Source: an optimization exercise on an open RTL-to-GDS flow (aim: small area and a short achievable clock period). Production flows keep margins and buffers that such runs may drop. The RTL was checked by simulation tests, not by an equivalence proof against the original design.

## flow/design.v (module list and top-level ports; edited modules follow where they fit)
// module DIv: 2931 lines
// module fa: 6 lines
// module shl56: 6 lines
// module aoi222: 5 lines
// module ha: 6 lines
module DIv (clock, rst, numerator, denom, div);
  // ...
==> flow/flow/run.sh <==
#!/bin/bash
set -euo pipefail
MARGIN=$(cat flow/margin.txt)
sed -E "s/SETUP_SLACK_MARGIN=[^ ]*/SETUP_SLACK_MARGIN=${MARGIN}/" standard.sh > standard_margin.sh
grep -q "SETUP_SLACK_MARGIN=${MARGIN}" standard_margin.sh
bash standard_margin.sh > standard_margin.log 2>&1
==> flow/flow/margin.txt <==
7
==> flow/standard.sh <==
#!/bin/bash
# synth_recipe.tcl (not shown) runs the flow's synth.tcl, then flattens the netlist and writes it again
# the make line also repeats each setting of config.mk as NAME=value (left out here)
make -C /OpenROAD-flow-scripts/flow DESIGN_CONFIG=/design/flow/config.mk WORK_HOME=/design/flow/orfs CLKGATE_MAP_FILE= SYNTH_SCRIPT=/design/flow/synth_recipe.tcl "${@:-finish}"
==> flow/config.mk <==
export PLATFORM = sky130hd
export DESIGN_NAME = DIv
export DESIGN_NICKNAME = DIv
export VERILOG_FILES = /design/flow/design.v
export SDC_FILE = /design/flow/constraint.sdc
export NUM_CORES = 4
export LEC_CHECK = 0
export CAP_MARGIN = 20
export CELL_PAD_IN_SITES_DETAIL_PLACEMENT = 1
export CELL_PAD_IN_SITES_GLOBAL_PLACEMENT = 1
export CORE_MARGIN = 2
export CORE_UTILIZATION = 40
export PLACE_DENSITY = 0.45
export SETUP_SLACK_MARGIN = 5
export SLEW_MARGIN = 20
export SYNTH_HIERARCHICAL = 1
export SYNTH_MEMORY_MAX_BITS = 32768
export TNS_END_PERCENT = 5
==> flow/constraint.sdc <==
create_clock -name core_clock -period 12.5 [get_ports {clock}]
set_input_delay 2.5000 -clock core_clock [delete_from_list [all_inputs] [get_ports {clock}]]
set_output_delay 2.5000 -clock core_clock [all_outputs]
set_load 0.01 [all_outputs]
==> impl_metrics.toml, run 1 <==
[cells_and_area]
nets = 5690
seq_cell_count = 373
final_common_cell = "a222oi_1"
sh_seq_area = 0.142
n_all_buffers = 438
comb.multi_input.count = 3510

[detailed_routing]
totalWireLength_um = 243000
vias = 47374
wl_met2_um = 101000

[clock_tree]
cts.sinks = 373
clk_latency_ns = 0.68
ctsHoldBuffers = 0

[sta]
hold_viol = 0
maxSlewViolCount = 0

[global_route]
grt_max_degree = 68
grt_most_used_layer = "met2"
antenna_found_initial = 4

[logic_synthesis]
yosys.area_share.simple = 0.0984
synth_top_area_share = 0.323

[setup_path]
start_kind = "flop"
cp_slowest_cell = "fa_1"
worstRegToRegCells = 17
cpLargestDelayFamily = "adder cells"
cp_num_buf_inv = 6

[outcome]
status = "timing/DRC/antenna clean"

[floorplanning]
die_w_um = 345
==> run 2: changes to the inputs <==
==> flow/flow/margin.txt (replaced) <==
8
==> run 2 against run 1 <==
Against the previous run: hold slack worse by 0.0047 ns; die area stayed put; maximum frequency rose by 1.7%; core utilization rose by 0.91 points; wire length increased by 1.3%; largest cell class unchanged; sequential share of layout area decreased by 0.28 points; register-to-register slack improved by 0.10 ns.
==> impl_metrics.toml, run 2 <==
[outcome]
status = "timing/DRC/antenna clean"

[clock_tree]
cts_max_path_buffers = 3
clk_pin_slew_ns = 0.06
cts_root_buf = "clkbuf_16"
h-tree-depth = 2
clk_latency_ns = 0.67
ctsHoldBuffers = 0
tritoncts = "yes"
cts_buffers = 48
cts.sinks = 373

[hold_path]
hold_path.class = "flop to flop"
min_from = "n[2]"

[global_route]
grt_use_total = 0.393
grt_max_degree = 68
globalRouteOverflowTotal = 0
antenna_found_initial = 5
grt_pass1_wl_um = 345000
grt_pass1_vias = 49673

[setup_path]
cp.required_ns = 13.00
crit_top_cell = "fa_1"
cp_slowest_cell = "fa_1"
critPathArrivalTime_ns = 6.31
path_cells = "buf_12 -> or2_4 -> or3_4 -> or4_4 -> a222oi_1 -> nand3_4 -> buf_12 -> buf_4 -> clkbuf_16 -> a222oi_1 -> fa_1 -> fa_1 -> fa_1 -> fa_1 -> fa_1"
cp-end-kind = "flop"
cp_num_buf_inv = 4
cp-startpoint = "dl[10]"
worstSetupPathType = "flop to flop"
cpPeakStageDelay_ns = 0.56
path_max_fanout = 9
r2r_start = "dl[10]"
cpLargestDelayFamily = "adder cells"
start_kind = "flop"

[cells_and_area]
largest_reg_flops = 142
top_register = "cs"
largestRegisters = "cs (142), x3h (65), x (64)"
nets = 5767
drive_above_1_share = 0.172
layout_common_cells = "a222oi_1 (759), fa_1 (730), dfxtp_1 (322)"
syn_to_final_growth_pct = 20.0
instances_no_fill = 6265
final_common_cell = "a222oi_1"

[floorplanning]
dieArea_sq_um = 119000
initial_core_util = 0.405
num_rows = 124
core_area_sq_um = 115000
die_w_um = 345
die_h_um = 345
num_io_pins = 194

[logic_synthesis]
avgSynthCellArea_sq_um = 10.9
synth-seq-cells = 373
synth_most_common_cell = "a222oi_1"
synth_top_cell_by_area = "fa_1"
synth-main-ff-cell = "dfxtp_1"
syn_area_sq_um = 46400
yosys_warnings = 7
postSynthCellCount = 4261
async_flop_share = 0
netlist_top_cells_count = "a222oi_1 (759), fa_1 (748), dfxtp_1 (348)"
synth_edf_count = 25
synth_cell_types = 99
synth_seq_area_share = 0.166
synth_top_area_share = 0.323
yosys-top-cells-area = "fa_1 (32%), a222oi_1 (16%), dfxtp_1 (15%)"

[sta]
clock_skew_ns = 0.0525
timing.slew.headroom = 0.129
final.setup.worst_slack_ns = 6.70
finalSetupViolCount = 0
fin_crit_sh = 0.464
tns_ns = 0
maxSlewViolCount = 0
fmax_mhz = 172
min_period_ns = 5.80
rsz0062_at_grt = "true"
whs_ns = 0.450
hold_viol = 0
worstMarginPinSlew_ns = 1.31

[detailed_routing]
via_per_inst = 7.66
antenna_left = 0
wl_per_cell_um = 39.3
vias = 47973
drc_errors = 0
drtIter0Drc = 11553
totalWireLength_um = 247000
drtPass1Iterations = 12

[placement]
gp_congestion = 0.914
io_buffers = 185
post-dp-hpwl_um = 147000
placed_cells = 5991
dp_slack_ns = 4.62

[flow_run]
drv_cap = 0
-- run 2: cell counts after synthesis --
No cell type changed its count.
-- run 2: routing by layer --
metal	share of wire	track usage
met1	0.37	0.511
met2	0.41	0.578
met3	0.15	0.139
met4	0.062	0.194
met5	0.00091	0.00881
-- run 2: metrics by stage --
stage,instance area [sq um],util
floorplan,46700,-
CTS,54100,0.472
global placement,50700,0.442
finish,55700,0.486
global route,55700,0.485
detailed placement,50700,0.442
-- run 2: cell type report --
class | instances | area, sq um
clock inverters | 28 | 322
multi-input cells | 3511 | 38400
flip-flops and latches | 373 | 7750
clock buffers | 59 | 1350
inverters | 265 | 995
well taps | 1512 | 1890
repair buffers | 515 | 4990
diodes | 2 | 5.00
fillers | 12241 | 59000
-- run 2: cells by family (layout without fill, tap and decap cells) --
kind of cell / Yosys count / in the layout / synth area share
multiplexers: 135 / 135 / 0.0465
AO/OA/AOI/OAI: 1422 / 1423 / 0.260
flip-flops: 373 / 373 / 0.166
AND/OR/NAND/NOR: 863 / 864 / 0.0984
buffers and inverters: 449 / 867 / 0.0405
XOR/XNOR: 95 / 95 / 0.0179
other: 1 / 73 / 0.0000808
adder cells (fa/ha/maj): 923 / 923 / 0.370
-- run 2: worst paths after layout --
check / slack (ns) / cells after the start / end
setup / recovery: 6.70 / 15 / cs[33]
hold / removal: 0.45 / 1 / n1[2]
setup reg to reg: 6.70 / 15 / cs[33]
hold reg to reg: 0.45 / 1 / n1[2]
-- run 2: timing repair --
item | 4_1_cts | 5_1_grt
pin swaps | 101 | 97
resized for setup | 449 | 147
setup endpoints to repair | 310 | 275
setup buffers | 100 | 63
cloned | 5 | 16
-- run 2: modules after synthesis (local to each module, per instance) --
module | flip-flops and latches | copies in the design | cells | area [sq um]
DIv | 373 | 1 | 2332 | 20000
ha | 0 | 28 | 1 | 12.5
fa | 0 | 739 | 1 | 20.0
shl56 | 0 | 1 | 406 | 3650
aoi222 | 0 | 756 | 1 | 10.0

port drivers added, routing unchanged:
In the flow no input, the clock included, has a driving cell. The finished layouts below were timed again as built, in two steps.
Step 1 (the two cells are an assumption about what drives the block):
set clk [get_ports {clock}]
set_driving_cell -lib_cell sky130_fd_sc_hd__clkbuf_16 $clk
set_driving_cell -lib_cell sky130_fd_sc_hd__buf_2 [delete_from_list [all_inputs] $clk]
Step 2 adds t to the input delays and takes it off the output delays; t is the mean of the earliest and latest rising clock arrival at the registers after step 1. Input paths then give back, and output paths get back, about the clock's delay inside the block.
a / b / c = no drivers / after step 1 / after step 2; a / b = the first two.
run	t, ns	setup slack, ns	worst hold slack (ns)	worst setup path at the end	pins driven straight from the clock port
run 1	0.731	6.597 / 6.597 / 6.203	0.454 / 0.454 / 0.454	input to register	1
run 2	0.718	6.698 / 6.698 / 6.208	0.450 / 0.450 / 0.450	input to register	1
After both steps setup and hold are still met in every run listed. The setup slack of run 2, which loses most, moves by 0.000 ns with the drivers and by -0.490 ns with both steps.
